Source: an optimization exercise on an open RTL-to-GDS flow (aim: small area). Production flows keep margins and buffers that such runs may drop.
The RTL was checked by simulation tests, not by an equivalence proof against the original design.
The clock port is modelled as an ideal driver; clocking choices that lean on that would not hold on a real chip.
No activity file was given, so power comes from the tool's default toggle rates.

## old
==> module mem_ram, before the edit <==
module mem_ram (input clk, wren,
  input [3:0] d11, d12, d13, d14, d15, d16, d17, d18,
  input [3:0] d21, d22, d23, d24, d25, d26, d27, d28,
  input [3:0] d31, d32, d33, d34, d35, d36, d37, d38,
  input [3:0] d41, d42, d43, d44, d45, d46, d47, d48,
  input [3:0] r1, r2, r3, r4,
  output [11:0] w_sum11, w_sum12, w_sum13, w_sum14,
  output [11:0] w_sum15, w_sum16, w_sum17, w_sum18);
  reg [31:0] mem [3:0];  
  wire wren_n = ~wren;
  wire [31:0] nxt [3:0];
  mem_hold u_h0 (.en(wren), .en_n(wren_n), .d({d11, d12, d13, d14, d15, d16, d17, d18}), .q(mem[0]), .y(nxt[0]));
  mem_hold u_h1 (.en(wren), .en_n(wren_n), .d({d21, d22, d23, d24, d25, d26, d27, d28}), .q(mem[1]), .y(nxt[1]));
  mem_hold u_h2 (.en(wren), .en_n(wren_n), .d({d31, d32, d33, d34, d35, d36, d37, d38}), .q(mem[2]), .y(nxt[2]));
  mem_hold u_h3 (.en(wren), .en_n(wren_n), .d({d41, d42, d43, d44, d45, d46, d47, d48}), .q(mem[3]), .y(nxt[3]));
  always @(posedge clk) begin
    mem[0] <= nxt[0];
    mem[1] <= nxt[1];
    mem[2] <= nxt[2];
    mem[3] <= nxt[3];
  end
  wire [3:0] e1_a = r1 & ~r2;
  wire [3:0] e2_a = ~r1 & r2;
  wire [3:0] e3_a = r1 & r2;
  wire [3:0] e1_b = r3 & ~r4;
  wire [3:0] e2_b = ~r3 & r4;
  wire [3:0] e3_b = r3 & r4;
  wire [9:0] y [0:7];
  genvar c;
  generate
    for (c = 0; c < 8; c = c + 1) begin : g_col
      mem_col u_col (.w1(mem[0][31-4*c -: 4]), .w2(mem[1][31-4*c -: 4]),
                     .w3(mem[2][31-4*c -: 4]), .w4(mem[3][31-4*c -: 4]),
                     .e1_a(e1_a), .e2_a(e2_a), .e3_a(e3_a),
                     .e1_b(e1_b), .e2_b(e2_b), .e3_b(e3_b), .y(y[c]));
    end
  endgenerate
  assign w_sum11 = {2'b00, y[0]};
  assign w_sum12 = {2'b00, y[1]};
  assign w_sum13 = {2'b00, y[2]};
  assign w_sum14 = {2'b00, y[3]};
  assign w_sum15 = {2'b00, y[4]};
  assign w_sum16 = {2'b00, y[5]};
  assign w_sum17 = {2'b00, y[6]};
  assign w_sum18 = {2'b00, y[7]};
endmodule
==> module mem_hold, before the edit <==
module mem_hold (input en, en_n, input [31:0] d, q, output [31:0] y);
  assign y = ({32{en}} & d) | ({32{en_n}} & q);
endmodule
export LEC_CHECK = 0
export CAP_MARGIN = 0
export CORE_MARGIN = 2
export CORE_UTILIZATION = 40
export GPL_TIMING_DRIVEN = 0
export SLEW_MARGIN = 0
export SYNTH_HIERARCHICAL = 1
export SYNTH_MINIMUM_KEEP_SIZE = 0
create_clock -name core_clock -period 10.0 [get_ports {clk}]
standard.sh (not shown) runs the stock make flow with config.mk's settings and CLKGATE_MAP_FILE= SYNTH_SCRIPT=/design/flow/synth_recipe.tcl, a recipe that flattens the netlist after the stock synthesis.
==> flow/flow/run.sh <==
#!/bin/bash
# Standard ORFS layout (the standard.sh) with these changes: the port buffers are the
# smallest buffer; the buffers that synthesis left are removed at floorplan; one tie cell
# drives all constant outputs; CTS adds no dummy load cells and uses clkbuf_4 leaves, of
# which those whose estimated slew at the registers is over 105 ps are made clkbuf_8 (flow/post_cts.tcl).
set -euo pipefail
here=$(pwd)
bash standard.sh BUFFER_PORTS_ARGS="-buffer_cell sky130_fd_sc_hd__buf_1" REMOVE_ABC_BUFFERS=1 \
  SKIP_REPAIR_TIE_FANOUT=1 \
  CTS_ARGS="-sink_clustering_enable -repair_clock_nets -dont_use_dummy_load -buf_list sky130_fd_sc_hd__clkbuf_4 -root_buf sky130_fd_sc_hd__clkbuf_8" \
  POST_CTS_TCL="$here/flow/post_cts.tcl" \
  finish > standard.log 2>&1
==> flow/flow/post_cts.tcl <==
# After CTS: every leaf clock buffer (clkbuf_4) whose estimated worst slew at the register
# clock pins it drives is over 105 ps becomes a clkbuf_8; then the placement is legalized again.
set db [ord::get_db]
set block [ord::get_db_block]
set m8 [$db findMaster sky130_fd_sc_hd__clkbuf_8]
estimate_parasitics -placement
set count 0
foreach inst [$block getInsts] {
  if { [[$inst getMaster] getName] ne "sky130_fd_sc_hd__clkbuf_4" } { continue }
  set net [[$inst findITerm X] getNet]
  if { $net eq "NULL" || [$net getSigType] ne "CLOCK" } { continue }
  set worst 0
  foreach it [$net getITerms] {
    if { [$it isOutputSignal] } { continue }
    set s [get_property [get_pins "[[$it getInst] getName]/[[$it getMTerm] getName]"] slew_max]
    if { $s > $worst } { set worst $s }
  }
  if { $worst > 0.105 } {
    $inst swapMaster $m8
    incr count
  }
}
puts "post_cts: $count leaf clock buffers resized to clkbuf_8"
detailed_placement
check_placement -verbose
estimate_parasitics -placement
old finished all stages; the layout is clean.
The inputs of new differ from those of old as listed below.
--- a/flow/design.v
+++ b/flow/design.v
@@ -8,16 +8,11 @@
   output [11:0] w_sum15, w_sum16, w_sum17, w_sum18);
   reg [31:0] mem [3:0];  
-  wire wren_n = ~wren;
-  wire [31:0] nxt [3:0];
-  mem_hold u_h0 (.en(wren), .en_n(wren_n), .d({d11, d12, d13, d14, d15, d16, d17, d18}), .q(mem[0]), .y(nxt[0]));
-  mem_hold u_h1 (.en(wren), .en_n(wren_n), .d({d21, d22, d23, d24, d25, d26, d27, d28}), .q(mem[1]), .y(nxt[1]));
-  mem_hold u_h2 (.en(wren), .en_n(wren_n), .d({d31, d32, d33, d34, d35, d36, d37, d38}), .q(mem[2]), .y(nxt[2]));
-  mem_hold u_h3 (.en(wren), .en_n(wren_n), .d({d41, d42, d43, d44, d45, d46, d47, d48}), .q(mem[3]), .y(nxt[3]));
-  always @(posedge clk) begin
-    mem[0] <= nxt[0];
-    mem[1] <= nxt[1];
-    mem[2] <= nxt[2];
-    mem[3] <= nxt[3];
-  end
+  always @(posedge clk)
+    if (wren) begin
+      mem[0] <= {d11, d12, d13, d14, d15, d16, d17, d18};
+      mem[1] <= {d21, d22, d23, d24, d25, d26, d27, d28};
+      mem[2] <= {d31, d32, d33, d34, d35, d36, d37, d38};
+      mem[3] <= {d41, d42, d43, d44, d45, d46, d47, d48};
+    end
   wire [3:0] e1_a = r1 & ~r2;
   wire [3:0] e2_a = ~r1 & r2;
@@ -230,7 +225,4 @@
   assign y[9] = ~c200;
 endmodule
-module mem_hold (input en, en_n, input [31:0] d, q, output [31:0] y);
-  assign y = ({32{en}} & d) | ({32{en_n}} & q);
-endmodule
 module mem_fa (input a, b, c, output s, co);
   assign s = a ^ b ^ c;
--- outcome ---
A worst min-delay path category of in2reg is what new shows, while reg2reg belongs to old. The sequential fraction of total cell area reported for new is greater than that of old by 8.3 points. Compared with old, aggregate routed wire length in new decreased by a few percent. Diff old and new: arithmetic-cell share of the synthesized area counting full adders, half adders and majority gates higher in new. Synthesized cell count in new is 153 below old. The slack of the critical path of new exceeds that of old by 0.081 ns. new ended up with a lower global-route usage than old did. Maximum frequency went up slightly going from old to new. Relative to old, utilization has gone up in new. Re number of placed I/O pins: no difference whatsoever between new and old. Looking only at pin count of the biggest net entering global routing, and setting everything else aside, the lower value of old and new goes to new. No run among old and new stopped early or left any final violation; all are clean. Measured against new, the wire length of the first global-routing pass of old comes out at 1.05 times the reference value. Of old and new, the run reporting the lower met1 layer wirelength in the final routing was new. Summary of the comparison: power density relative to cell area is higher in new, relative to old.

## what the ideal ports hide
In the flow no input, the clock included, has a driving cell. The finished layouts below were timed again as built, in two steps. Step 1 (the two cells are an assumption about what drives the block):
set clk [get_ports {clk}]
set_driving_cell -lib_cell sky130_fd_sc_hd__clkbuf_16 $clk
set_driving_cell -lib_cell sky130_fd_sc_hd__buf_2 [delete_from_list [all_inputs] $clk]
Step 2 times the ports against the registers' clock, not the clock port: input delays grow and output delays shrink by t, the midpoint of the rising clock arrivals with the driver on. Three values: ideal, step 1, step 2; two values: the first two.
run | shift t [ns] | slack for setup (ns) | hold WS [ns] | worst setup path after step 2 | latest minus earliest clock arrival (ns)
old | 0.516 | 0.570 / 0.546 / 0.546 | 0.594 / 0.594 / 0.594 | input to output | 0.031 / 0.031
new | 0.514 | 0.651 / 0.617 / 0.617 | 1.679 / 1.653 / 2.167 | input to output | 0.034 / 0.034
After both steps every run listed still meets setup and hold. For new, which loses most, drivers alone change the setup slack by -0.034 ns; drivers and shift together by -0.034 ns.
